This is an optimization exercise on Yosys and OpenROAD, whose aim is small area, not a production implementation.
The RTL was checked by simulation tests, not by an equivalence proof against the original design.
No activity file was given, so power comes from the tool's default toggle rates.

## run A
## useless_boxes
module useless_boxes(input  logic       clk,
                     input  logic       reset,
                     input  logic [9:0] switch,
                     output logic [9:0] PWM);
==> flow/config.mk <==
export PLATFORM = sky130hd
export DESIGN_NAME = useless_boxes
export DESIGN_NICKNAME = useless_boxes
export VERILOG_FILES = /design/flow/design.v
export SDC_FILE = /design/flow/constraint.sdc
export NUM_CORES = 4
export LEC_CHECK = 0
export CAP_MARGIN = 20
export CORE_MARGIN = 2
export CORE_UTILIZATION = 40
export PLACE_DENSITY = 0.6
export SLEW_MARGIN = 20
==> flow/constraint.sdc <==
create_clock -name core_clock -period 10.0 [get_ports {clk}]
set_input_delay 2.0000 -clock core_clock [delete_from_list [all_inputs] [get_ports {clk}]]
set_output_delay 2.0000 -clock core_clock [all_outputs]
set_load 0.01 [all_outputs]
standard.sh (not shown) runs the stock make flow with config.mk's settings and CLKGATE_MAP_FILE= SYNTH_SCRIPT=/design/flow/synth_recipe.tcl, a recipe that flattens the netlist after the stock synthesis.
==> flow/flow/run.sh <==
#!/bin/bash
# Layout: the standard flow (standard.sh) with two changes:
#  - synthesis maps logic with an area-oriented ABC script (area_synth.tcl);
#  - clock tree synthesis inserts no dummy loads.
set -uo pipefail
work=$(pwd)
bash standard.sh \
  "SYNTH_SCRIPT=$work/flow/area_synth.tcl" \
  "CTS_ARGS=-sink_clustering_enable -repair_clock_nets -dont_use_dummy_load" \
  finish > standard.log 2>&1
==> flow/flow/area.abc <==
strash
&get -n
&fraig -x
&put
scorr
dc2
strash
&get -n
&dch -f
&nf -R 1000
&put
strash
dc2
&get -n
&dch -f
&nf -R 1000
&put
topo
stime -c
==> flow/flow/area_synth.tcl <==
# The standard synthesis (synth_recipe.tcl, sourced unchanged), except
# that ABC maps the logic with the area-oriented script area.abc beside
# this file. Registers, their names and cell types are not affected: ABC
# only remaps the combinational logic between them.
set area_abc [file join [file dirname [file normalize [info script]]] area.abc]
proc abc {args} {
  global area_abc
  set i [lsearch -exact $args -script]
  if {$i >= 0} {
    set args [lreplace $args $i [expr {$i + 1}] -script $area_abc]
  }
  yosys abc {*}$args
}
source [file join [pwd] synth_recipe.tcl]
Run A | ERROR | synthesis
Setup changes, run A to run B
==> flow/run.sh (new file) <==
#!/bin/bash
# synth_recipe.tcl (not shown) runs the flow's synth.tcl, then flattens the netlist and writes it again
# the make line also repeats each setting of config.mk as NAME=value (left out here)
make -C /OpenROAD-flow-scripts/flow DESIGN_CONFIG=/design/flow/config.mk WORK_HOME=/design/flow/orfs CLKGATE_MAP_FILE= SYNTH_SCRIPT=/design/flow/synth_recipe.tcl finish
removed: flow/flow/run.sh
removed: flow/flow/area.abc
removed: flow/flow/area_synth.tcl
removed: flow/standard.sh
Findings:
In summary, run B completed successfully, with a layout that passed the timing, design-rule and antenna checks.
Changes in run C relative to run B:
==> flow/flow/run.sh (new file) <==
#!/bin/bash
# Layout: the standard flow (standard.sh) with two changes:
#  - synthesis maps logic with an area-oriented ABC script (area_synth.tcl);
#  - clock tree synthesis inserts no dummy loads.
set -uo pipefail
work=$(pwd)
bash standard.sh \
  "SYNTH_SCRIPT=$work/flow/area_synth.tcl" \
  "CTS_ARGS=-sink_clustering_enable -repair_clock_nets -dont_use_dummy_load -buf_list sky130_fd_sc_hd__clkbuf_8 -sink_clustering_size 16 -sink_clustering_max_diameter 60" \
  finish > standard.log 2>&1
==> flow/flow/area.abc (new file) <==
strash
&get -n
&fraig -x
&put
scorr
dc2
strash
&get -n
&dch -f
&nf -R 1000
&put
strash
dc2
&get -n
&dch -f
&nf -R 1000
&put
topo
stime -c
==> flow/flow/area_synth.tcl (new file) <==
# The standard synthesis (synth_recipe.tcl, sourced unchanged), except
# that ABC maps the logic with the area-oriented script area.abc beside
# this file. Registers, their names and cell types are not affected: ABC
# only remaps the combinational logic between them.
set area_abc [file join [file dirname [file normalize [info script]]] area.abc]
proc abc {args} {
  global area_abc
  set i [lsearch -exact $args -script]
  if {$i >= 0} {
    set args [lreplace $args $i [expr {$i + 1}] -script $area_abc]
  }
  yosys abc {*}$args
}
source [file join [file dirname [file dirname $area_abc]] synth_recipe.tcl]
==> flow/standard.sh (new file) <==
#!/bin/bash
# synth_recipe.tcl (not shown) runs the flow's synth.tcl, then flattens the netlist and writes it again
# the make line also repeats each setting of config.mk as NAME=value (left out here)
make -C /OpenROAD-flow-scripts/flow DESIGN_CONFIG=/design/flow/config.mk WORK_HOME=/design/flow/orfs CLKGATE_MAP_FILE= SYNTH_SCRIPT=/design/flow/synth_recipe.tcl "${@:-finish}"
removed: flow/run.sh
==> run notes <==
Every stage of the flow completed for run C, and the final layout passed the timing, design-rule and antenna checks. Run C ends up with higher mean number of vias per cell than run B does. Maximum achievable frequency (run C over run B): decrease, 7.0 MHz. Taking run B as the reference, in run C die extent in x down 8.9 µm, area growth from synthesis to layout saw a decrease. Run C vs run B — clock insertion delay at the later pin of the skew report rose 60 ps. Per the comparison of run C with run B, slack of the critical path -82 ps; core footprint fell 9.0%; clock network fraction of design power -17 points.
For run D, these inputs were changed with respect to run C:
==> flow/flow/run.sh <==
#!/bin/bash
# Layout: the standard flow (standard.sh, unchanged synthesis), with
# clock tree synthesis told not to insert dummy loads, and power recovery
# (downsizing of cells off the critical paths) after global routing.
set -uo pipefail
bash standard.sh \
  "CTS_ARGS=-sink_clustering_enable -repair_clock_nets -dont_use_dummy_load" \
  RECOVER_POWER=100 \
  finish > standard.log 2>&1
removed: flow/flow/area.abc
removed: flow/flow/area_synth.tcl
Notes after the runs:
The layout from run D, despite a flow that completed every stage, fails the layout checks, with the failing checks listed as max-capacitance violations, max-slew violations. Going from run C to run D, fraction of met2 tracks used by global routing shrinks by 0.97 points. In the reports for run C and run D, the larger total of fill cells in the finished design belongs to run D. The net switching power of run D is higher than that of run C. Going from run C to run D, DRC violation count after routing neither gained nor lost much, sequential share of layout area decreased by 4.9 points relative to the old numbers, portion of total power attributed to the clock network has increased, async set-reset flop share out of synthesis roughly the same.
For run E, these inputs were changed with respect to run D:
==> flow/flow/run.sh <==
#!/bin/bash
# Layout: the standard flow (standard.sh) with two changes:
#  - synthesis maps logic with an area-oriented ABC script (area_synth.tcl);
#  - clock tree synthesis inserts no dummy loads.
set -uo pipefail
work=$(pwd)
bash standard.sh \
  "SYNTH_SCRIPT=$work/flow/area_synth.tcl" \
  "CTS_ARGS=-sink_clustering_enable -repair_clock_nets -dont_use_dummy_load -buf_list sky130_fd_sc_hd__clkbuf_16 -sink_clustering_size 30 -sink_clustering_max_diameter 80" \
  finish > standard.log 2>&1
==> flow/flow/area.abc (new file) <==
strash
&get -n
&fraig -x
&put
scorr
dc2
strash
&get -n
&dch -f
&nf -R 1000
&put
strash
dc2
&get -n
&dch -f
&nf -R 1000
&put
topo
stime -c
==> flow/flow/area_synth.tcl (new file) <==
# The standard synthesis (synth_recipe.tcl, sourced unchanged), except
# that ABC maps the logic with the area-oriented script area.abc beside
# this file. Registers, their names and cell types are not affected: ABC
# only remaps the combinational logic between them.
set area_abc [file join [file dirname [file normalize [info script]]] area.abc]
proc abc {args} {
  global area_abc
  set i [lsearch -exact $args -script]
  if {$i >= 0} {
    set args [lreplace $args $i [expr {$i + 1}] -script $area_abc]
  }
  yosys abc {*}$args
}
source [file join [file dirname [file dirname $area_abc]] synth_recipe.tcl]
--- outcome ---
Run E finished every step from synthesis to the final layout, and the layout passed the timing, design-rule and antenna checks.
Share of cell area taken by muxes after synthesis was higher in the run labelled run D.
Compared to run D, run E has die outline area about 9% lower.
Per the comparison of run E with run D, layout filler cell count decreased by 322 relative to the old numbers; wire length of the first global-routing pass decreased by 4.2% relative to the old numbers; layout overhead on the synthesized area increased by 0.16 points relative to the old numbers; highest clock frequency the design can meet increased by about 65% relative to the old numbers.
Input-level comparison between run F and run E:
-- flow/flow/run.sh --
<<< run E, line 9
  "CTS_ARGS=-sink_clustering_enable -repair_clock_nets -dont_use_dummy_load -buf_list sky130_fd_sc_hd__clkbuf_16 -sink_clustering_size 30 -sink_clustering_max_diameter 80" \
>>> run F, line 9
  "CTS_ARGS=-sink_clustering_enable -repair_clock_nets -dont_use_dummy_load" \
[summary]
Looking at the reports, run F completed the entire flow and the layout it produced met the timing, design-rule and antenna checks. Relative to run E, the total global routing track utilization of run F is higher by 0.53 points. From run E to run F the numbers moved as follows: aggregate routed wire length picked up an extra about 2%; worst slew margin relative to its limit lost 1.0 points; post-route cell area picked up an extra about 3.5%; final number of setup-violating endpoints neither gained nor lost much; logic gate share of total power lost 0.9 points. When run F is set beside run E, its fraction of area in registers turns out to be 1.7 points smaller. In run F the part of the total power dissipated in the clock network turned out 9.8 points higher than in run E. In run F, area growth from synthesis to final layout is higher than in run E. Compared to run E, run F has number of vias after detailed routing 1.6% higher.

---

## oak
useless_boxes, a different RTL version from the one above (not shown whole).
For scale: roughly 1300 cells after synthesis, ~330 flip-flops, about 22 I/O pins, roughly 12000 sq um of cells after synthesis.
clock: 10.0 ns
lec_check: 0
cap_margin: 20
core_margin: 2
core_utilization: 40
place_density: 0.6
slew_margin: 20
==> flow/flow/run.sh <==
#!/bin/bash
# Layout: the standard flow (standard.sh) with two changes:
#  - synthesis maps logic with an area-oriented ABC script (area_synth.tcl);
#  - clock tree synthesis inserts no dummy loads.
set -uo pipefail
work=$(pwd)
bash standard.sh \
  "SYNTH_SCRIPT=$work/flow/area_synth.tcl" \
  "CTS_ARGS=-sink_clustering_enable -repair_clock_nets -dont_use_dummy_load -buf_list sky130_fd_sc_hd__clkbuf_4 -sink_clustering_size 12 -sink_clustering_max_diameter 40" \
  finish > standard.log 2>&1
==> flow/flow/area.abc <==
strash
&get -n
&fraig -x
&put
scorr
dc2
strash
balance
rewrite
refactor
balance
rewrite
rewrite -z
balance
refactor -z
rewrite -z
balance
&get -n
&dch -f
&nf -R 1000 -a
&put
strash
balance
rewrite
refactor
balance
rewrite
rewrite -z
balance
refactor -z
rewrite -z
balance
&get -n
&dch -f
&nf -R 1000 -a
&put
topo
stime -c
==> flow/flow/area_synth.tcl <==
# The standard synthesis (synth_recipe.tcl, sourced unchanged), except
# that ABC maps the logic with the area-oriented script area.abc beside
# this file. Registers, their names and cell types are not affected: ABC
# only remaps the combinational logic between them.
set area_abc [file join [file dirname [file normalize [info script]]] area.abc]
proc abc {args} {
  global area_abc
  set i [lsearch -exact $args -script]
  if {$i >= 0} {
    set args [lreplace $args $i [expr {$i + 1}] -script $area_abc]
  }
  yosys abc {*}$args
}
source [file join [file dirname [file dirname $area_abc]] synth_recipe.tcl]
oak completed; timing, DRC and antenna clean
Relative to oak, the following input files were edited for pine:
--- a/flow/flow/run.sh
+++ b/flow/flow/run.sh
@@ -7,4 +7,4 @@
 bash standard.sh \
   "SYNTH_SCRIPT=$work/flow/area_synth.tcl" \
-  "CTS_ARGS=-sink_clustering_enable -repair_clock_nets -dont_use_dummy_load -buf_list sky130_fd_sc_hd__clkbuf_4 -sink_clustering_size 12 -sink_clustering_max_diameter 40" \
+  "CTS_ARGS=-sink_clustering_enable -repair_clock_nets -dont_use_dummy_load -buf_list sky130_fd_sc_hd__clkbuf_8 -sink_clustering_size 16 -sink_clustering_max_diameter 60" \
   finish > standard.log 2>&1
==> flow/flow/area.abc <==
strash
&get -n
&fraig -x
&put
scorr
dc2
strash
&get -n
&dch -f
&nf -R 1000
&put
strash
dc2
&get -n
&dch -f
&nf -R 1000
&put
topo
stime -c
### Flow results
oak has higher number of global-route vias before repair than pine.
Re gate count after technology mapping: pine and oak aren't equal, and the lower value belongs to oak.
| met1 routed wirelength after detailed routing | pine vs oak | ≈ equal |
Higher non-clock inverter instance count of the final layout was reported by oak, not pine.
compound AO/OA/AOI/OAI gates as the combinational family with the most area after synthesis was reported by oak, and simple AND/OR/NAND/NOR gates by pine.

---

trial 44:
useless_boxes, a different RTL version from the one above (not shown whole).
Size: roughly 1200 cells after synthesis, roughly 330 flip-flops, ~22 I/O pins, ~11000 um^2 of cells after synthesis.
==> flow/config.mk <==
export PLATFORM = sky130hd
export DESIGN_NAME = useless_boxes
export DESIGN_NICKNAME = useless_boxes
export VERILOG_FILES = /design/flow/design.v
export SDC_FILE = /design/flow/constraint.sdc
export NUM_CORES = 4
export LEC_CHECK = 0
export CAP_MARGIN = 20
export CORE_MARGIN = 2
export CORE_UTILIZATION = 40
export PLACE_DENSITY = 0.6
export SLEW_MARGIN = 20
==> flow/constraint.sdc <==
create_clock -name core_clock -period 10.0 [get_ports {clk}]
set_input_delay 2.0000 -clock core_clock [delete_from_list [all_inputs] [get_ports {clk}]]
set_output_delay 2.0000 -clock core_clock [all_outputs]
set_load 0.01 [all_outputs]
==> flow/flow/run.sh <==
#!/bin/bash
# Layout: the standard flow (standard.sh) with these changes:
#  - synthesis is synth_recipe.tcl unchanged except that ABC maps the
#    combinational logic with the area-oriented script area.abc
#    (area_synth.tcl); registers and their names are untouched;
#  - adders are left to ABC instead of being mapped to half/full-adder
#    cells beforehand (ADDER_MAP_FILE empty);
#  - the input and output ports are buffered with buf_1 cells;
set -uo pipefail
work=$(pwd)
bash standard.sh \
  "SYNTH_SCRIPT=$work/flow/area_synth.tcl" \
  "ADDER_MAP_FILE=" \
  "BUFFER_PORTS_ARGS=-inputs -outputs -buffer_cell sky130_fd_sc_hd__buf_1" \
  "CTS_ARGS=-sink_clustering_enable -repair_clock_nets -dont_use_dummy_load -buf_list sky130_fd_sc_hd__clkbuf_4 -sink_clustering_size 10 -sink_clustering_max_diameter 50" \
  finish > standard.log 2>&1
==> flow/flow/area.abc <==
strash
&get -n
&fraig -x
&put
scorr
dc2
strash
balance
rewrite
refactor
balance
rewrite
rewrite -z
balance
refactor -z
rewrite -z
balance
&get -n
&dch -f
&nf -R 3000 -a -E 50
&put
strash
dc2
balance
rewrite
refactor
balance
rewrite
rewrite -z
balance
refactor -z
rewrite -z
balance
&get -n
&dch -f
&nf -R 3000 -a -E 50
&put
topo
stime -c
Scripts as last shown in full above: flow/flow/area_synth.tcl
What trial 12 does differently from trial 44 at the input level:
--- a/flow/flow/run.sh
+++ b/flow/flow/run.sh
@@ -14,3 +14,3 @@
   "BUFFER_PORTS_ARGS=-inputs -outputs -buffer_cell sky130_fd_sc_hd__buf_1" \
-  "CTS_ARGS=-sink_clustering_enable -repair_clock_nets -dont_use_dummy_load -buf_list sky130_fd_sc_hd__clkbuf_4 -sink_clustering_size 10 -sink_clustering_max_diameter 50" \
+  "CTS_ARGS=-sink_clustering_enable -repair_clock_nets -dont_use_dummy_load -buf_list {sky130_fd_sc_hd__clkbuf_2 sky130_fd_sc_hd__clkbuf_4} -sink_clustering_size 10 -sink_clustering_max_diameter 50" \
   finish > standard.log 2>&1
Findings:
Reported for trial 44 and trial 12, cell area after layout turned out identical to the last digit. Between trial 44 and trial 12, the clock share of power does not differ in any meaningful way. Sequential power: trial 12 vs trial 44, no meaningful difference. Comparing trial 12 against trial 44, there is no change at all in routability congestion estimate. Comparing trial 12 against trial 44, there is no change at all in setup slack. From trial 12 to trial 44, net switching fraction of the power did not move at all.

---

The RTL this note starts from:
==> flow/design.v <==
module useless_boxes(input  logic       clk,
                     input  logic       reset,
                     input  logic [9:0] switch,
                     output logic [9:0] PWM);
	logic signed [9:0] fa;
	logic [5:0] fb;
	logic frame0;
	assign frame0 = reset || (fa == -10'sd281 && fb == 6'd0);   
	always_ff @(posedge clk)
		if (frame0) begin
			fa <= 10'sd53;   
			fb <= 6'd40;
		end else if (fb == 6'd59) begin
			fa <= fa - 10'sd1;
			fb <= 6'd0;
		end else
			fb <= fb + 6'd1;
	logic lt3200, lt1500;
	assign lt3200 = !fa[9];
	assign lt1500 = fa > 10'sd28 || (fa == 10'sd28 && fb < 6'd40);
	logic [5:0] rq;
	logic [4:0] rs;
	logic [4:0] kq, kf;
	logic [5:0] ks;
	logic goq, gos;
	assign kf = (fa[4:0] > 5'd20) ? 5'd20 : fa[4:0];   
	assign goq = fa < 10'sd12;                               
	assign gos = fa < 10'sd24 || (fa == 10'sd24 && fb > 6'd20);   
	always_ff @(posedge clk)
		if (frame0) begin
			rq <= 6'd14;   
			rs <= 5'd9;    
			kq <= 5'd20;
			ks <= 6'd50;
		end else begin
			rq <= (rq == 6'd0) ? 6'd34 : rq - 6'd1;
			rs <= (rs == 5'd0) ? 5'd28 : rs - 5'd1;
			if (rq == 6'd0 && goq) kq <= kq - 5'd1;
			if (rs == 5'd0 && gos) ks <= ks - 6'd1;
		end
	genvar i;
	generate
		for (i = 0; i < 10; i = i + 1) begin : box_gen_loop
			useless_box box(.clk(clk), .reset(reset), .sw(switch[i]),
			                .lt3200(lt3200), .lt1500(lt1500),
			                .kq(kq), .ks(ks), .kf(kf), .PWM(PWM[i]));
		end
	endgenerate
endmodule
module useless_box(input  logic       clk,
                   input  logic       reset,
                   input  logic       sw,
                   input  logic       lt3200,
                   input  logic       lt1500,
                   input  logic [4:0] kq, kf,
                   input  logic [5:0] ks,
                   output logic       PWM);
	logic w, h;
	always_ff @(posedge clk) begin
		w <= !reset && !w && !h && sw;
		h <= !reset && (w || (h && sw));
	end
	logic [2:0] s;
	always_ff @(posedge clk)
		if (reset) s <= 3'd1;
		else if (w) s <= {s[1:0], s[2] ^ s[1]};
	localparam logic [16:0] CLR = 17'h00204;
	localparam logic [16:0] INV = 17'h0AAAA;
	logic [16:0] r, q, qn;
	logic z, step;
	assign q = r ^ INV;
	assign z = (q[15:0] == 16'd0);
	assign step = z & !q[16];
	assign qn = {q[15:0], q[16] ^ q[13] ^ z};
	always_ff @(posedge clk)
		if (reset || w) r <= CLR ^ INV;
		else r <= qn ^ INV;
	logic [5:0] n;
	logic sat;
	assign sat = n[5] & n[4] & n[2];   
	always_ff @(posedge clk)
		if (reset || w) n <= 6'd0;
		else if (step && !sat) n <= n + 6'd1;
	logic [5:0] k;
	assign k = ({6{!s[1]}} & {1'b0, kq}) | ({6{s[1] & !s[0]}} & ks) | ({6{s[1] & s[0]}} & {1'b0, kf});
	logic [6:0] c;
	assign c[0] = 1'b0;
	genvar j;
	generate
		for (j = 0; j < 6; j = j + 1) begin : cmp
			assign c[j+1] = (n[j] & !k[j]) | (n[j] & c[j]) | (!k[j] & c[j]);
		end
	endgenerate
	logic act;
	assign act = sw & !w;
	always_ff @(posedge clk)
		PWM <= lt3200 & (!act | lt1500 | !c[6]);
endmodule
clock: 10.0 ns
lec_check: 0
cap_margin: 20
core_margin: 2
core_utilization: 65
place_density: 0.8
slew_margin: 20
==> flow/flow/run.sh <==
#!/bin/bash
set -uo pipefail
work=$(pwd)
bash standard.sh \
  "SYNTH_SCRIPT=$work/flow/area_synth.tcl" \
  "CTS_ARGS=-sink_clustering_enable -repair_clock_nets -dont_use_dummy_load -buf_list sky130_fd_sc_hd__clkbuf_4 -sink_clustering_size 10 -sink_clustering_max_diameter 50" \
  finish > standard.log 2>&1
==> flow/flow/area.abc <==
strash
&get -n
&fraig -x
&put
scorr
dc2
strash
balance
rewrite
refactor
balance
rewrite
rewrite -z
balance
refactor -z
rewrite -z
balance
&get -n
&dch -f
&nf -R 1000 -a
&put
strash
balance
rewrite
refactor
balance
rewrite
rewrite -z
balance
refactor -z
rewrite -z
balance
&get -n
&dch -f
&nf -R 1000 -a
&put
topo
stime -c
Scripts as last shown in full above: flow/flow/area_synth.tcl
The first run completed with no timing, DRC or antenna violations.
Then changed:
Settings changed: CORE_UTILIZATION 65 to 40, PLACE_DENSITY 0.8 to 0.6.
Result: The new run went through all stages and came out clean. Cell area goes up by about 1.7%. Synthesized area stays the same. Sequential share of layout area goes down by 0.88 points. Power goes up by about 0.7%. Worst hold slack improved by 0.020 ns. Setup slack got worse by 0.0048 ns. Count of clock-buffer cells in the layout goes up by 1. Sequential power is about the same. Final cell count goes up by 10%. Via count goes down by 1.8%. Clock power goes up by about 3%.

port drivers added, routing unchanged:
No port has a modelled driver above. Below, the same layouts with a new extraction and two added sets of constraints. Step 1, drivers: a clkbuf_16 drives clk and a buf_2 each remaining input, both assumed. Step 2 adds t to the input delays and takes it off the output delays; t is the mean of the earliest and latest rising clock arrival at the registers after step 1. Input paths then give back, and output paths get back, about the clock's delay inside the block. Three values: no drivers, after step 1, after step 2; two values: the first two.
run	shift t [ns]	setup slack, ns	hold slack, ns	worst setup path at the end
run B	0.564	6.619 / 6.572 / 6.139	0.376 / 0.376 / 0.376	input to register
run C	0.609	6.537 / 6.494 / 6.391	0.379 / 0.379 / 0.379	input to register
run D	0.547	4.380 / 4.405 / 3.857	0.368 / 0.368 / 0.368	input to register
run E	0.537	6.585 / 6.539 / 6.355	0.327 / 0.327 / 0.327	input to register
run F	0.546	6.605 / 6.555 / 6.394	0.366 / 0.366 / 0.366	input to register
oak	0.689	6.425 / 6.378 / 6.267	0.333 / 0.333 / 0.333	input to register
pine	0.616	6.537 / 6.495 / 6.392	0.350 / 0.350 / 0.350	input to register
trial 44	0.667	6.770 / 6.770 / 6.379	0.333 / 0.333 / 0.333	input to register
trial 12	0.667	6.770 / 6.770 / 6.379	0.333 / 0.333 / 0.333	input to register
the first run of note 4	0.666	6.481 / 6.438 / 6.313	0.364 / 0.364 / 0.364	input to register
the second run of note 4	0.670	6.476 / 6.437 / 6.346	0.384 / 0.384 / 0.384	input to register
For run D, which loses most, drivers alone change the setup slack by +0.025 ns; drivers and shift together by -0.523 ns.
